Context: an optimization exercise on an open-source flow, tuned for small area. The choices shown serve that exercise and are no tape-out recipe.
Only simulation tests tie the RTL to the original design; equivalence was not proved.
Power and IR drop assume default switching activity.

==> flow/design.v <==
`timescale 1ns / 1ps
`timescale 1ns / 1ps
module mips32_adder (
    input  [31:0] g,
    input  [31:0] p,
    input         cin,
    output [32:0] c
);
assign c[0] = cin;
genvar i;
generate
    for (i = 0; i < 32; i = i + 1) begin : ch
        assign c[i+1] = g[i] | (p[i] & c[i]);
    end
endgenerate
endmodule
`timescale 1ns / 1ps
`timescale 1ns / 1ps
`timescale 1ns / 1ps
`timescale 1ns / 1ps
`timescale 1ns / 1ps
`timescale 1ns / 1ps
module regfile_aoi3 (
    input  [2:0] s,
    input  [2:0] d,
    output       y
);
assign y = ~|(s & d);
endmodule
module regfile_rbit (
    input  [31:1] sel,
    input  [31:1] d,
    output        y
);
wire [10:0] n;
genvar j;
generate
    for (j = 0; j < 10; j = j + 1) begin : g
        regfile_aoi3 a (.s(sel[3*j+3:3*j+1]), .d(d[3*j+3:3*j+1]), .y(n[j]));
    end
endgenerate
assign n[10] = ~(sel[31] & d[31]);
assign y = ~&n;
endmodule
module register_mips32 (
    input         clk,
    input  [4:0]  ra1,
    input  [4:0]  ra2,
    input  [4:0]  wa,
    input         we,
    input  [31:0] wd,
    output [31:0] rd1,
    output [31:0] rd2
);
reg  [31:0] data [31:1];
wire [31:1] s1, s2;
genvar k, b;
generate
    for (k = 1; k < 32; k = k + 1) begin : r
        always @(posedge clk)
            if (we && wa == k)
                data[k] <= wd;
        assign s1[k] = (ra1 == k);
        assign s2[k] = (ra2 == k);
    end
    for (b = 0; b < 32; b = b + 1) begin : c
        wire [31:1] col;
        for (k = 1; k < 32; k = k + 1) begin : e
            assign col[k] = data[k][b];
        end
        regfile_rbit p1 (.sel(s1), .d(col), .y(rd1[b]));
        regfile_rbit p2 (.sel(s2), .d(col), .y(rd2[b]));
    end
endgenerate
endmodule
`timescale 1ns / 1ps
module misp_cpu_top (
    input clk,
    input reset,
    output [31:0] outp,
    output [31:0] pc_p,
    input  [31:0] instr,
    output [31:0] dmem_addr,
    output [31:0] dmem_wdata,
    output        dmem_we,
    input  [31:0] dmem_rdata
);
wire [31:0] IR = instr;
wire [5:0] op = IR[31:26];
wire [5:0] fn = IR[5:0];
reg  [29:0] W;
wire [29:0] W_next;
always @(posedge clk or posedge reset)
    if (reset)
        W <= 30'd0;
    else
        W <= W_next;
assign pc_p = {W, 2'b00};
wire op_R   = ~op[5] & ~op[3] & ~op[2] & ~op[1] & ~op[0];    
wire op_imm = ~op[5] & ~op[4] & op[3];                       
wire op_clz = op[4] & ~op[0];                                
wire is_se  = op[4] & op[0];                                 
wire op_lui = op_imm & op[2] & op[1] & op[0];                
wire r_sum = fn[5] & ~fn[3] & ~fn[2];     
wire r_log = fn[5] & ~fn[3] &  fn[2];     
wire r_slt = fn[5] &  fn[3];              
wire b_rt  = ~op[3] & ~op[5];
wire b_imm = (op_imm & ~op_lui) | op[5];
wire b_lui = op_lui;
wire inv = op_R   ? (fn[1] & ~fn[2]) :
           op_imm ? (op[1] & ~op[2]) :
           (op_clz & fn[0]);
wire uns = op_R ? fn[0] : op[0];
wire k_sum = (op_R & r_sum) | (op_imm & ~op[2] & ~op[1]);
wire k_slt = (op_R & r_slt) | (op_imm & ~op[2] &  op[1]);
wire k_log = (op_R & r_log) | (op_imm & op[2]);
wire k_sh  = (op_R & ~fn[5]) | is_se;
wire k_clz = op_clz;
wire k_ld  = op[5];
wire [1:0] lf = op_R ? fn[1:0] : op[1:0];
wire lf_nor = op_R & lf[1] & lf[0];
wire wen_base = op[5] ? ~op[3] : (op[3] | (op[2:0] == 3'b000));
wire ovf_chk  = (op_R & fn[5] & ~fn[3] & ~fn[2] & ~fn[0]) |
                (op_imm & ~op[2] & ~op[1] & ~op[0]);
wire wa_rd    = op[4] | ~(op[3] | op[5]);
wire is_j  = ~op[5] & ~op[3] & ~op[2] & op[1];
wire is_br = ~op[5] & ~op[3] & (op[2] | op[0]);
wire [31:0] A, T, res;
wire ovf;
register_mips32 regfile (
    .clk(clk),
    .ra1(IR[25:21]),
    .ra2(IR[20:16]),
    .wa(wa_rd ? IR[15:11] : IR[20:16]),
    .we(wen_base & ~(ovf_chk & ovf)),
    .wd(res),
    .rd1(A),
    .rd2(T)
);
wire [31:0] B = ({32{b_rt}} & T) |
                ({32{b_imm}} & {{16{IR[15]}}, IR[15:0]}) |
                ({32{b_lui}} & {IR[15:0], 16'd0});
wire [31:0] Bx = B ^ {32{inv}};
wire [31:0] p = A ^ Bx;
wire [31:0] g = A & Bx;
genvar i;
wire [32:0] c;
mips32_adder add (
    .g(g),
    .p(p),
    .cin(inv),
    .c(c)
);
wire [31:0] sum = p ^ c[31:0];
wire [31:0] o = p | g;
wire [31:0] logic_out = (lf == 2'b00) ? g :
                        (lf == 2'b10) ? p :
                        (o ^ {32{lf_nor}});
wire less = p[31] ? ~c[31] : (A[31] ^ uns);
assign ovf = ~p[31] & (c[31] ^ A[31]);
wire [15:0] z1, c1;
generate
    for (i = 0; i < 16; i = i + 1) begin : lz1
        assign z1[i] = ~p[2*i+1] & ~p[2*i];
        assign c1[i] = ~p[2*i+1];
    end
endgenerate
wire [7:0] z2;
wire [15:0] c2;
generate
    for (i = 0; i < 8; i = i + 1) begin : lz2
        assign z2[i] = z1[2*i+1] & z1[2*i];
        assign c2[2*i+1:2*i] = z1[2*i+1] ? {1'b1, c1[2*i]} : {1'b0, c1[2*i+1]};
    end
endgenerate
wire [3:0] z3;
wire [11:0] c3;
generate
    for (i = 0; i < 4; i = i + 1) begin : lz3
        assign z3[i] = z2[2*i+1] & z2[2*i];
        assign c3[3*i+2:3*i] = z2[2*i+1] ? {1'b1, c2[4*i+1:4*i]} : {1'b0, c2[4*i+3:4*i+2]};
    end
endgenerate
wire [1:0] z4;
wire [7:0] c4;
generate
    for (i = 0; i < 2; i = i + 1) begin : lz4
        assign z4[i] = z3[2*i+1] & z3[2*i];
        assign c4[4*i+3:4*i] = z3[2*i+1] ? {1'b1, c3[6*i+2:6*i]} : {1'b0, c3[6*i+5:6*i+3]};
    end
endgenerate
wire z5 = z4[1] & z4[0];
wire [4:0] c5 = z4[1] ? {1'b1, c4[3:0]} : {1'b0, c4[7:4]};
wire [5:0] cnt = {z5, c5 & {5{~z5}}};
wire eq = z5;
wire sh_var = fn[2];
wire left   = ~fn[1] & ~op[4];
wire arith  = fn[0];
wire rotf   = fn[1] & ~fn[0] & (fn[2] ? IR[6] : IR[21]);
wire [4:0] sh = sh_var ? A[4:0] : IR[10:6];
wire [4:0] sh_r = left ? (5'd0 - sh) : sh;
wire [4:0] ra = is_se ? 5'd0 : sh_r;
wire [4:0] mask_t = ~(sh ^ {1'b0, is_se, 3'b000});
wire fill = arith ? T[31] : is_se & (IR[9] ? T[15] : T[7]);
wire [31:0] s0 = ra[0] ? {T[0],     T[31:1]}   : T;
wire [31:0] s1 = ra[1] ? {s0[1:0],  s0[31:2]}  : s0;
wire [31:0] s2 = ra[2] ? {s1[3:0],  s1[31:4]}  : s1;
wire [31:0] s3 = ra[3] ? {s2[7:0],  s2[31:8]}  : s2;
wire [31:0] s4 = ra[4] ? {s3[15:0], s3[31:16]} : s3;
wire [31:0] tm, sh_out;
generate
    for (i = 0; i < 32; i = i + 1) begin : msk
        assign tm[i] = (i <= mask_t);
    end
    for (i = 0; i < 32; i = i + 1) begin : sho
        wire keep = rotf | (left ? tm[31-i] : tm[i]);
        assign sh_out[i] = keep ? s4[i] : fill;
    end
endgenerate
assign res = ({32{k_sum}} & sum) |
             ({32{k_log}} & logic_out) |
             ({32{k_sh}}  & sh_out) |
             ({32{k_ld}}  & dmem_rdata) |
             {26'd0, {6{k_clz}} & cnt} |
             {31'd0, k_slt & less};
wire sign = A[31];
wire cond = op[2] ? ((op[1] ? (sign | eq) : eq) ^ op[0]) : (sign ^ IR[16]);
wire taken = is_br & cond;
wire sx = ~op[2] & IR[15];
wire [16:0] inc_lo = {1'b0, W[15:0]} + 17'd1;
wire [16:0] tgt_lo = {1'b0, W[15:0]} + {1'b0, IR[15:0]} + 17'd1;
wire up = taken ? (tgt_lo[16] & ~sx) : inc_lo[16];
wire dn = taken & ~tgt_lo[16] & sx;
wire [13:0] w_hi = W[29:16];
wire [14:0] hc;
assign hc[0] = up | dn;
generate
    for (i = 0; i < 14; i = i + 1) begin : hic
        assign hc[i+1] = (w_hi[i] ^ dn) & hc[i];
    end
endgenerate
wire [13:0] n_hi = w_hi ^ hc[13:0];
assign W_next = is_j  ? {W[29:26], IR[25:0]} :
                {n_hi, taken ? tgt_lo[15:0] : inc_lo[15:0]};
assign outp = res;
assign dmem_addr = sum;
assign dmem_wdata = T;
assign dmem_we = op[5] & op[3];
endmodule
clock: 11.0 ns
lec_check: 0
cap_margin: 20
core_margin: 2
core_utilization: 55
setup_slack_margin: 0.2
slew_margin: 20
synth_hierarchical: 1
standard.sh (not shown) runs the stock make flow with config.mk's settings and CLKGATE_MAP_FILE= SYNTH_SCRIPT=/design/flow/synth_recipe.tcl, a recipe that flattens the netlist after the stock synthesis.
==> flow/flow/run.sh <==
#!/bin/bash
# Standard layout with: plain buffers on the ports (every port still gets its
# own buffer), a clock tree with larger sink clusters and no dummy loads,
# and abc run with
# flow/abc.script (see flow/synth.tcl).
set -e
export BUFFER_PORTS_ARGS="-buffer_cell sky130_fd_sc_hd__buf_2"
export CTS_ARGS="-sink_clustering_enable -repair_clock_nets -sink_clustering_size 26 -sink_clustering_max_diameter 100 -sink_buffer_max_cap_derate 1.0 -buf_list sky130_fd_sc_hd__clkbuf_16 -dont_use_dummy_load"
export FLOW_ABC_SCRIPT=$PWD/flow/abc.script
bash standard.sh SYNTH_SCRIPT=$PWD/flow/synth.tcl finish > standard.log 2>&1
==> flow/flow/abc.script <==
&get -n
&st
&dch
&nf 
&st
&syn2
&if -g -K 6
&synch2
&nf 
&st
&syn2
&if -g -K 6
&synch2
&nf 
&st
&syn2
&if -g -K 6
&synch2
&nf 
&st
&syn2
&if -g -K 6
&synch2
&nf 
&st
&syn2
&if -g -K 6
&synch2
&nf 
&put
topo
stime -c
==> flow/flow/synth.tcl <==
# The standard synthesis (synth_recipe.tcl), with one change: abc maps
# with flow/abc.script instead of ORFS's speed script. Registers are mapped
# before abc, so they are the same as the standard synthesis's.
proc synth {args} { yosys synth -nofsm -noshare {*}$args }
proc abc {args} {
  set i [lsearch -exact $args -script]
  if {$i >= 0} { set args [lreplace $args [expr {$i+1}] [expr {$i+1}] $::env(FLOW_ABC_SCRIPT)] }
  yosys abc {*}$args
}
source $::env(SCRIPTS_DIR)/synth.tcl
# left out here: clear keep_hierarchy, flatten, clean up, hide names made inside functions, write 1_2_yosys.v
==> next run, changes <==
==> flow/flow/run.sh (replaced) <==
#!/bin/bash
# Standard layout with: plain buffers on the ports (every port still gets its
# own buffer), and a clock tree with larger sink clusters and no dummy loads.
set -e
export BUFFER_PORTS_ARGS="-buffer_cell sky130_fd_sc_hd__buf_2"
export CTS_ARGS="-sink_clustering_enable -repair_clock_nets -sink_clustering_size 26 -sink_clustering_max_diameter 100 -sink_buffer_max_cap_derate 1.0 -buf_list sky130_fd_sc_hd__clkbuf_16 -dont_use_dummy_load"
export RECOVER_POWER=50
bash standard.sh > standard.log 2>&1
removed: flow/flow/abc.script
removed: flow/flow/synth.tcl
Outcome:
- The new run completed and failed the layout checks on capacitance limit, slew limit
- cell count went down by 2.5%
- synthesized cell count went up by 3.0%
- global-route usage went down by 0.75 points
- hold slack is worse by 0.033 ns
==> next run, changes <==
--- a/flow/flow/run.sh
+++ b/flow/flow/run.sh
@@ -6,3 +6,2 @@
 export CTS_ARGS="-sink_clustering_enable -repair_clock_nets -sink_clustering_size 26 -sink_clustering_max_diameter 100 -sink_buffer_max_cap_derate 1.0 -buf_list sky130_fd_sc_hd__clkbuf_16 -dont_use_dummy_load"
-export RECOVER_POWER=50
 bash standard.sh > standard.log 2>&1
- CAP_MARGIN: 20 -> 5
- SLEW_MARGIN: 20 -> 5
=>
- The changed run finished with timing, DRC and antenna clean
- final area goes up by 0.52%
- power grows by 0.54%
- die area stays the same
- global-route usage hardly moves
- maximum frequency is higher by 0.45%
- area after synthesis is unchanged
- via count goes up by 0.40%
==> next run, changes <==
- CAP_MARGIN: 5 -> 20
- SLEW_MARGIN: 5 -> 20
The new run completed without violations.
Setup slack improved by 0.025 ns.
Routed wire length is about the same.
Total power is about the same.
Combinational power stays flat.
Die area stays the same.

==> static timing again, ports no longer ideal <==
Ports are ideal in the flow. The routed layouts listed here were re-timed in OpenROAD. Step 1 assumes that a clkbuf_16 drives the clock port and a buf_2 every other input. Step 2 moves the port delays by t, midway between the first and last clock arrival at a register: inputs arrive t later, outputs are due t later. That takes back most of the time a late clock gives input paths. a / b / c = ideal ports / drivers / drivers and shift; a / b = the first two.
run | shift t [ns] | setup WS [ns] | hold slack, ns | worst setup path after step 2
the first run | 0.680 | 0.229 / 0.196 / 0.196 | 0.521 / 0.521 / 0.521 | input to output
the second run | 0.685 | 0.125 / 0.104 / 0.104 | 0.488 / 0.488 / 0.488 | input to output
the third run | 0.698 | 0.174 / 0.152 / 0.152 | 0.486 / 0.486 / 0.486 | input to output
the fourth run | 0.689 | 0.200 / 0.154 / 0.154 | 0.487 / 0.487 / 0.487 | input to output
The setup slack of the fourth run, which loses most, moves by -0.046 ns with the drivers and by -0.046 ns with both steps.
